This is an optimization exercise on Yosys and OpenROAD, whose aim is small area, not a production implementation. In this exercise RTL edits were held to simulation tests only and were not proved equivalent to the original. Power figures rest on the tool's default switching activity, not on a simulated workload.

build 26:
==> flow/design.v (excerpt) <==
module axi_stream_insert_header_pipe #(
    parameter   DATA_WD = 32,
    parameter   DATA_BYTE_WD = DATA_WD/8,
    parameter   BYTE_CNT_WD = $clog2(DATA_BYTE_WD)
)
(
        input                       clk,
        input                       rst_n,
        input                       valid_in,
        input   [DATA_WD-1:0]       data_in,
        input   [DATA_BYTE_WD-1:0]  keep_in,
        input                       last_in,
        output                      ready_in,
        output                      valid_out,
        output  [DATA_WD-1:0]       data_out,
        output  [DATA_BYTE_WD-1:0]  keep_out,
        output                      last_out,
        input                       ready_out,
        input                       valid_insert,
        input   [DATA_WD-1:0]       data_insert,
        input   [DATA_BYTE_WD-1:0]  keep_insert,
        input   [BYTE_CNT_WD-1:0]   byte_insert_cnt,
        output                      ready_insert
    );
    localparam DW = DATA_WD + DATA_BYTE_WD + 1;
    localparam HW = DATA_WD + DATA_BYTE_WD;
    reg [7:0] cnt_in, cnt_insert, cnt_out;
    wire out_hi  = |cnt_out[7:2];
    wire hdr_sel = ~out_hi & (cnt_out[1:0] <= byte_insert_cnt);
    wire hdr_lt  = ~out_hi & (cnt_out[1:0] <  byte_insert_cnt);
    wire in_hi   = |cnt_in[7:2];
    wire ins_hi  = |cnt_insert[7:2];
    wire in_lt2  = ~in_hi & ~cnt_in[1];
    wire in_lt3  = ~in_hi & ~(cnt_in[1] & cnt_in[0]);
    wire ins_lt1 = ~ins_hi & ~cnt_insert[1] & ~cnt_insert[0];
  ...
Size in the first run: roughly 360 cells after synthesis, about 120 I/O pins.
clock: 6.0 ns
lec_check: 0
cap_margin: 20
core_margin: 2
core_utilization: 65
slew_margin: 20
standard.sh (not shown) runs the stock make flow with config.mk's settings and CLKGATE_MAP_FILE= SYNTH_SCRIPT=/design/flow/synth_recipe.tcl, a recipe that flattens the netlist after the stock synthesis.
==> flow/flow/run.sh <==
#!/bin/bash
# Standard ORFS layout with three changes:
#  - after the standard synthesis, the combinational logic (everything but the
#    flip-flops, which keep their names and cells) is re-mapped by ABC for area
#    (flow/area.abc);
#  - port buffers use the smallest buffer cell;
#  - clock tree synthesis uses the arguments in flow/cts_args.
set -euo pipefail
export BUFFER_PORTS_ARGS="-buffer_cell sky130_fd_sc_hd__buf_1"
export CTS_ARGS="$(cat flow/cts_args)"
R=orfs/results/${FLOW_PLATFORM}/axi_stream_insert_header_pipe/base
LIB=${FLOW_HOME}/platforms/${FLOW_PLATFORM}/lib/sky130_fd_sc_hd__tt_025C_1v80.lib
YOSYS=${FLOW_HOME}/../tools/install/yosys/bin/yosys

bash standard.sh synth > standard_synth.log 2>&1
cp $R/1_2_yosys.v std_synth.v

DONT_USE=""
for c in $(sed -n '/^export DONT_USE_CELLS/,/^#/p' ${FLOW_HOME}/platforms/${FLOW_PLATFORM}/config.mk | grep -o 'sky130_fd_sc_hd__[a-z0-9_]*'); do
  DONT_USE="$DONT_USE -dont_use $c"
done
FLOPS=$(grep -oE '^ *sky130_fd_sc_hd__[a-z0-9_]+' std_synth.v | sort -u | grep -E '__(e|s|se)?df' | tr '\n' ' ')

cat > resyn.ys <<EOY
read_liberty -ignore_miss_func $LIB
blackbox $FLOPS
read_verilog std_synth.v
hierarchy -top ${FLOW_TOP}
flatten
opt_clean -purge
stat -liberty $LIB
abc -liberty $LIB -script flow/area.abc $DONT_USE
opt_clean -purge
setundef -zero
hilomap -singleton -hicell sky130_fd_sc_hd__conb_1 HI -locell sky130_fd_sc_hd__conb_1 LO
splitnets
opt_clean -purge
insbuf -buf sky130_fd_sc_hd__buf_1 A X
opt_clean -purge
rename -hide w:*.*
stat -liberty $LIB
write_verilog -noattr -noexpr -nohex -nodec resyn.v
EOY
$YOSYS -l resyn.log -q resyn.ys > /dev/null 2>&1

cp resyn.v $R/1_2_yosys.v
rm -f $R/1_synth.odb $R/1_synth.sdc
bash standard.sh > standard_flow.log 2>&1
==> flow/flow/area.abc <==
strash
dch -f
amap
topo
==> flow/flow/cts_args <==
-sink_clustering_enable -repair_clock_nets -dont_use_dummy_load -buf_list sky130_fd_sc_hd__clkbuf_4 -sink_clustering_size 12 -sink_clustering_max_diameter 50
Build 26: no failed stages, no open violations at the end
diff inputs: build 26 => build 96
Settings: an added PLACE_DENSITY of 0.85.
==> flow/flow/cts_args <==
-sink_clustering_enable -repair_clock_nets -dont_use_dummy_load -buf_list sky130_fd_sc_hd__clkbuf_4 -sink_clustering_size 15 -sink_clustering_max_diameter 30
Sort build 96 and build 26 by routed length on met2, descending, and build 96 comes first. Build 96 ends up with higher fraction of the cycle the final worst path needs than build 26 does. As far as footprint of the flip-flops and latches goes, build 96 and build 26 are indistinguishable; the numbers are identical. Going from build 26 to build 96, number of cells on the critical path rose by 1, first-pass GRT wire length increased by about 3% relative to the old numbers.
What build 79 does differently from build 96 at the input level:
Settings: CORE_UTILIZATION: 65 -> 40; PLACE_DENSITY: 0.85 -> unset.
==> flow/flow/cts_args <==
-sink_clustering_enable -repair_clock_nets -dont_use_dummy_load -buf_list sky130_fd_sc_hd__clkbuf_8 -sink_clustering_size 22 -sink_clustering_max_diameter 40
==> comparison <==
Build 96 ended up with byte_insert_cnt[0] as its launching instance or port of the critical path; build 79 ended up with byte_insert_cnt[1]. Looking at area added between synthesis and finish, build 79 sits 3.3 points above build 96. Share of power burned in the clock network (build 79 over build 96): increase, 5.2 points. Comparing build 79 with build 96, the total number of sequential cells came out essentially unchanged. Of build 79 and build 96, it is build 79 that has the higher post-detailed-routing wire length. Looking at post-route total power across both flows, build 79 is the weaker of the two, with build 96 ahead. The flow did not stop early for build 79: all stages ran, and the layout cleared the timing, design-rule and antenna checks.
The following lists how build 54 was set up differently from build 79:
Settings: CORE_UTILIZATION now 65, was 40; SLEW_MARGIN now 0, was 20; CAP_MARGIN now 0, was 20.
==> flow/flow/cts_args <==
-sink_clustering_enable -repair_clock_nets -dont_use_dummy_load -buf_list sky130_fd_sc_hd__clkbuf_4 -sink_clustering_size 12 -sink_clustering_max_diameter 50
- Compared with build 79, wire length in build 54 decreased by a little under 10%.
- Diff build 79 -> build 54: total power now smaller, count of clock-buffer cells in the layout now smaller.
- As far as synthesized cell count goes, build 54 and build 79 are indistinguishable; the numbers are identical.
- Of build 54 and build 79, the run reporting the lower sequential share of layout area was build 79.
- Compared with build 79, CTS buffer count in build 54 decreased by more than 10%.
- Clock transition time at the flip-flop clock pins of the worst setup and hold paths, build 54 and build 79: smaller value in build 79
- Re period utilization: build 79 was higher than build 54.

* * *

Starting RTL as in the previous note.
==> flow/design.v (excerpt) <==
module axi_stream_insert_header_pipe #(
    parameter   DATA_WD = 32,
    parameter   DATA_BYTE_WD = DATA_WD/8,
    parameter   BYTE_CNT_WD = $clog2(DATA_BYTE_WD)
)
(
        input                       clk,
        input                       rst_n,
        input                       valid_in,
        input   [DATA_WD-1:0]       data_in,
        input   [DATA_BYTE_WD-1:0]  keep_in,
        input                       last_in,
        output                      ready_in,
        output                      valid_out,
        output  [DATA_WD-1:0]       data_out,
        output  [DATA_BYTE_WD-1:0]  keep_out,
        output                      last_out,
        input                       ready_out,
        input                       valid_insert,
        input   [DATA_WD-1:0]       data_insert,
        input   [DATA_BYTE_WD-1:0]  keep_insert,
        input   [BYTE_CNT_WD-1:0]   byte_insert_cnt,
        output                      ready_insert
    );
clock: 6.0 ns
lec_check: 0
cap_margin: 20
core_margin: 2
core_utilization: 65
slew_margin: 20
==> flow/flow/run.sh <==
#!/bin/bash
# Standard ORFS layout with three changes:
#  - after the standard synthesis, the combinational logic (everything but the
#    flip-flops, which keep their names and cells) is re-mapped by ABC for area
#    (flow/area.abc);
#  - port buffers use the smallest buffer cell;
#  - clock tree synthesis uses the arguments in flow/cts_args.
set -euo pipefail
export BUFFER_PORTS_ARGS="-buffer_cell sky130_fd_sc_hd__buf_1"
export CTS_ARGS="$(cat flow/cts_args)"
export RECOVER_POWER=100
R=orfs/results/${FLOW_PLATFORM}/axi_stream_insert_header_pipe/base
LIB=${FLOW_HOME}/platforms/${FLOW_PLATFORM}/lib/sky130_fd_sc_hd__tt_025C_1v80.lib
YOSYS=${FLOW_HOME}/../tools/install/yosys/bin/yosys

bash standard.sh synth > standard_synth.log 2>&1
cp $R/1_2_yosys.v std_synth.v

DONT_USE=""
for c in $(sed -n '/^export DONT_USE_CELLS/,/^#/p' ${FLOW_HOME}/platforms/${FLOW_PLATFORM}/config.mk | grep -o 'sky130_fd_sc_hd__[a-z0-9_]*'); do
  DONT_USE="$DONT_USE -dont_use $c"
done
FLOPS=$(grep -oE '^ *sky130_fd_sc_hd__[a-z0-9_]+' std_synth.v | sort -u | grep -E '__(e|s|se)?df' | tr '\n' ' ')

cat > resyn.ys <<EOY
read_liberty -ignore_miss_func $LIB
blackbox $FLOPS
read_verilog std_synth.v
hierarchy -top ${FLOW_TOP}
flatten
opt_clean -purge
stat -liberty $LIB
abc -liberty $LIB -script flow/area.abc $DONT_USE
opt_clean -purge
setundef -zero
hilomap -singleton -hicell sky130_fd_sc_hd__conb_1 HI -locell sky130_fd_sc_hd__conb_1 LO
splitnets
opt_clean -purge
insbuf -buf sky130_fd_sc_hd__buf_1 A X
opt_clean -purge
rename -hide w:*.*
stat -liberty $LIB
write_verilog -noattr -noexpr -nohex -nodec resyn.v
EOY
$YOSYS -l resyn.log -q resyn.ys > /dev/null 2>&1

cp resyn.v $R/1_2_yosys.v
rm -f $R/1_synth.odb $R/1_synth.sdc
bash standard.sh > standard_flow.log 2>&1
==> flow/flow/cts_args <==
-sink_clustering_enable -repair_clock_nets -dont_use_dummy_load -buf_list sky130_fd_sc_hd__clkbuf_4 -sink_clustering_size 12 -sink_clustering_max_diameter 50
Scripts as last shown in full above: flow/flow/area.abc
The starting point finished but failed the layout checks on max-capacitance violations, max-slew violations.
==> next run, changes <==
==> flow/flow/run.sh (replaced) <==
#!/bin/bash
# Standard ORFS layout with two changes: port buffers use the smallest buffer
# cell, and clock tree synthesis uses the arguments in flow/cts_args (no dummy
# loads, smaller clock buffers).
set -euo pipefail
export BUFFER_PORTS_ARGS="-buffer_cell sky130_fd_sc_hd__buf_1"
export CTS_ARGS="$(cat flow/cts_args)"
bash standard.sh > standard_flow.log 2>&1
CORE_UTILIZATION = 40   (was 65)
removed: flow/flow/area.abc
What happened: This time the run went through all stages and came out clean; non-clock buffer count goes down by 3; area after synthesis goes up by 4.6%; setup slack gets better by 0.20 ns; synthesized cell count goes down by 1.7%; maximum frequency goes up by 4.2%; routed wire length goes up by 8.6%; register-to-register slack gets better by 0.53 ns.
==> next run, changes <==
==> flow/flow/run.sh (replaced) <==
#!/bin/bash
# Standard ORFS layout with three changes:
#  - after the standard synthesis, the combinational logic (everything but the
#    flip-flops, which keep their names and cells) is re-mapped by ABC for area
#    (flow/area.abc);
#  - port buffers use the smallest buffer cell;
#  - clock tree synthesis uses the arguments in flow/cts_args.
set -euo pipefail
export BUFFER_PORTS_ARGS="-buffer_cell sky130_fd_sc_hd__buf_1"
export CTS_ARGS="$(cat flow/cts_args)"
R=orfs/results/${FLOW_PLATFORM}/axi_stream_insert_header_pipe/base
LIB=${FLOW_HOME}/platforms/${FLOW_PLATFORM}/lib/sky130_fd_sc_hd__tt_025C_1v80.lib
YOSYS=${FLOW_HOME}/../tools/install/yosys/bin/yosys

bash standard.sh synth > standard_synth.log 2>&1
cp $R/1_2_yosys.v std_synth.v

DONT_USE=""
for c in $(sed -n '/^export DONT_USE_CELLS/,/^#/p' ${FLOW_HOME}/platforms/${FLOW_PLATFORM}/config.mk | grep -o 'sky130_fd_sc_hd__[a-z0-9_]*'); do
  DONT_USE="$DONT_USE -dont_use $c"
done
FLOPS=$(grep -oE '^ *sky130_fd_sc_hd__[a-z0-9_]+' std_synth.v | sort -u | grep -E '__(e|s|se)?df' | tr '\n' ' ')

cat > resyn.ys <<EOY
read_liberty -ignore_miss_func $LIB
blackbox $FLOPS
read_verilog std_synth.v
hierarchy -top ${FLOW_TOP}
flatten
opt_clean -purge
stat -liberty $LIB
abc -liberty $LIB -script flow/area.abc $DONT_USE
opt_clean -purge
setundef -zero
hilomap -singleton -hicell sky130_fd_sc_hd__conb_1 HI -locell sky130_fd_sc_hd__conb_1 LO
splitnets
opt_clean -purge
insbuf -buf sky130_fd_sc_hd__buf_1 A X
opt_clean -purge
rename -hide w:*.*
stat -liberty $LIB
write_verilog -noattr -noexpr -nohex -nodec resyn.v
EOY
$YOSYS -l resyn.log -q resyn.ys > /dev/null 2>&1

cp resyn.v $R/1_2_yosys.v
rm -f $R/1_synth.odb $R/1_synth.sdc
bash standard.sh > standard_flow.log 2>&1
==> flow/flow/area.abc (new file) <==
strash
dch -f
amap
topo
CORE_UTILIZATION = 65   (was 40)
GPL_TIMING_DRIVEN = 0   (was unset)
=>
- The changed run went through all stages and came out clean
- cell count is lower by 11%
- count of clock-buffer cells in the layout is lower by 2
- flip-flop and latch count does not change
==> next run, changes <==
--- a/flow/flow/run.sh
+++ b/flow/flow/run.sh
@@ -1,3 +1,3 @@
 #!/bin/bash
-# Standard ORFS layout with three changes:
+# Standard ORFS layout with these changes:
 #  - after the standard synthesis, the combinational logic (everything but the
@@ -5,2 +5,4 @@
 #    (flow/area.abc);
+#  - each net that drives 30 or more cell inputs gets one buf_4
+#    (flow/fanout_buf.py) instead of leaving the repair to upsize its driver;
 #  - port buffers use the smallest buffer cell;
@@ -10,2 +12,3 @@
 export CTS_ARGS="$(cat flow/cts_args)"
+export PRE_GLOBAL_PLACE_TCL="$PWD/flow/pre_gpl.tcl"
 R=orfs/results/${FLOW_PLATFORM}/axi_stream_insert_header_pipe/base
@@ -45,3 +48,4 @@
 
-cp resyn.v $R/1_2_yosys.v
+python3 flow/fanout_buf.py resyn.v resyn_fb.v 30 sky130_fd_sc_hd__buf_4 > fanout_buf.log 2>&1
+cp resyn_fb.v $R/1_2_yosys.v
 rm -f $R/1_synth.odb $R/1_synth.sdc
==> flow/flow/fanout_buf.py (new file) <==
#!/usr/bin/env python3
"""Give each high-fanout net of a Yosys cell netlist one buffer.

usage: fanout_buf.py IN.v OUT.v MIN_FANOUT BUF_CELL

Every net (except the clock) driven by a cell output and read by at least
MIN_FANOUT cell inputs gets a BUF_CELL that drives all of those inputs; the
original net keeps its driver and any module port it is connected to."""
import re
import sys

src, dst, min_fo, buf = sys.argv[1], sys.argv[2], int(sys.argv[3]), sys.argv[4]
text = open(src).read()
OUT_PINS = {"X", "Y", "Q", "Q_N", "HI", "LO"}
inst_re = re.compile(r"^(\s*)(sky130_fd_sc_hd__\w+)\s+(\S+)\s*\((.*?)\);", re.S | re.M)
pin_re = re.compile(r"\.(\w+)\(\s*([^()]*?)\s*\)")

driven, loads = set(), {}
for m in inst_re.finditer(text):
    for pin, net in pin_re.findall(m.group(4)):
        if pin in OUT_PINS:
            driven.add(net)
        else:
            loads[net] = loads.get(net, 0) + 1

targets = sorted(n for n, c in loads.items() if c >= min_fo and n in driven and n != "clk")
newname = {n: f"_fanout_{i}_" for i, n in enumerate(targets)}


def fix(m):
    body = pin_re.sub(
        lambda p: f".{p.group(1)}({newname[p.group(2)]})"
        if p.group(1) not in OUT_PINS and p.group(2) in newname else p.group(0),
        m.group(4))
    return f"{m.group(1)}{m.group(2)} {m.group(3)} ({body});"


text = inst_re.sub(fix, text)
decl = "".join(f"  wire {w};\n" for w in newname.values())
cells = "".join(
    f"  {buf} _fanout_buf_{i}_ (\n    .A({n}),\n    .X({newname[n]})\n  );\n"
    for i, n in enumerate(targets))
text = text.replace("endmodule", decl + cells + "endmodule", 1)
open(dst, "w").write(text)
print(f"buffered {len(targets)} nets: " + " ".join(f"{n}({loads[n]})" for n in targets))
==> flow/flow/pre_gpl.tcl (new file) <==
# Keep the fanout buffers that flow/fanout_buf.py added to the netlist:
# timing-driven global placement would otherwise remove them as synthesis
# buffers before its own repair.
foreach inst [get_cells _fanout_buf_*] {
  set_dont_touch $inst
}
GPL_TIMING_DRIVEN = unset   (was 0)
=> Sequential cell count is unchanged. Sequential power is about the same. Register-to-register slack gains 0.04 ns. Count of clock-buffer cells in the layout falls by 1.
==> next run, changes <==
--- a/flow/flow/run.sh
+++ b/flow/flow/run.sh
@@ -48,3 +48,3 @@
 
-python3 flow/fanout_buf.py resyn.v resyn_fb.v 30 sky130_fd_sc_hd__buf_4 > fanout_buf.log 2>&1
+python3 flow/fanout_buf.py resyn.v resyn_fb.v 30 sky130_fd_sc_hd__buf_2 > fanout_buf.log 2>&1
 cp resyn_fb.v $R/1_2_yosys.v
The changed run went through all stages and came out clean.
Register-to-register slack improves by 0.08 ns.
Clock-buffer cell count is unchanged.
Utilization came out higher by 0.97 points.
Die area hardly moves.
Worst hold slack loses 0.0040 ns.
Design area climbs by 0.85%.
==> next run, changes <==
--- a/flow/flow/run.sh
+++ b/flow/flow/run.sh
@@ -1,3 +1,3 @@
 #!/bin/bash
-# Standard ORFS layout with these changes:
+# Standard ORFS layout with three changes:
 #  - after the standard synthesis, the combinational logic (everything but the
@@ -5,4 +5,2 @@
 #    (flow/area.abc);
-#  - each net that drives 30 or more cell inputs gets one buf_4
-#    (flow/fanout_buf.py) instead of leaving the repair to upsize its driver;
 #  - port buffers use the smallest buffer cell;
@@ -12,3 +10,2 @@
 export CTS_ARGS="$(cat flow/cts_args)"
-export PRE_GLOBAL_PLACE_TCL="$PWD/flow/pre_gpl.tcl"
 R=orfs/results/${FLOW_PLATFORM}/axi_stream_insert_header_pipe/base
@@ -48,4 +45,3 @@
 
-python3 flow/fanout_buf.py resyn.v resyn_fb.v 30 sky130_fd_sc_hd__buf_2 > fanout_buf.log 2>&1
-cp resyn_fb.v $R/1_2_yosys.v
+cp resyn.v $R/1_2_yosys.v
 rm -f $R/1_synth.odb $R/1_synth.sdc
CORE_UTILIZATION = 40   (was 65)
removed: flow/flow/fanout_buf.py
removed: flow/flow/pre_gpl.tcl
After rerunning:
- routed wire length is lower by 1.0%
- total power is higher by 1.3%
- sequential share of layout area is lower by 1.0 points
- cell count is higher by 12%

==> what the ideal ports hide <==
Ports are ideal in the flow. The routed layouts listed here were re-timed in OpenROAD.
Step 1 sets driving cells, clkbuf_16 on the clock port and buf_2 on the other inputs (assumed; they add their load-dependent delay and slew).
Step 2 also shifts input and output timing later by t, the mid clock arrival at the registers, as if the neighbouring blocks saw the same clock.
Slacks: ideal ports / drivers / drivers and shift; pairs: ideal ports / drivers.
run | shift t [ns] | slack for setup (ns) | worst data-port slew with drivers (ns)
build 26 | 0.601 | 1.515 / 1.487 / 1.421 | 0.06
build 96 | 0.617 | 1.140 / 1.117 / 1.110 | 0.07
build 79 | 0.533 | 1.186 / 1.142 / 1.142 | 0.06
build 54 | 0.601 | 1.515 / 1.487 / 1.421 | 0.06
the first run of note 2 | 0.598 | 1.120 / 1.095 / 0.794 | 0.06
the second run of note 2 | 0.617 | 1.315 / 1.290 / 1.113 | 0.06
the third run of note 2 | 0.588 | 0.463 / 0.437 / 0.327 | 0.05
the fourth run of note 2 | 0.595 | 0.506 / 0.483 / 0.381 | 0.04
the fifth run of note 2 | 0.605 | 0.465 / 0.438 / 0.313 | 0.04
the sixth run of note 2 | 0.614 | 1.186 / 1.141 / 1.136 | 0.06
For the first run of note 2, which loses most, drivers alone change the setup slack by -0.025 ns; drivers and shift together by -0.326 ns.
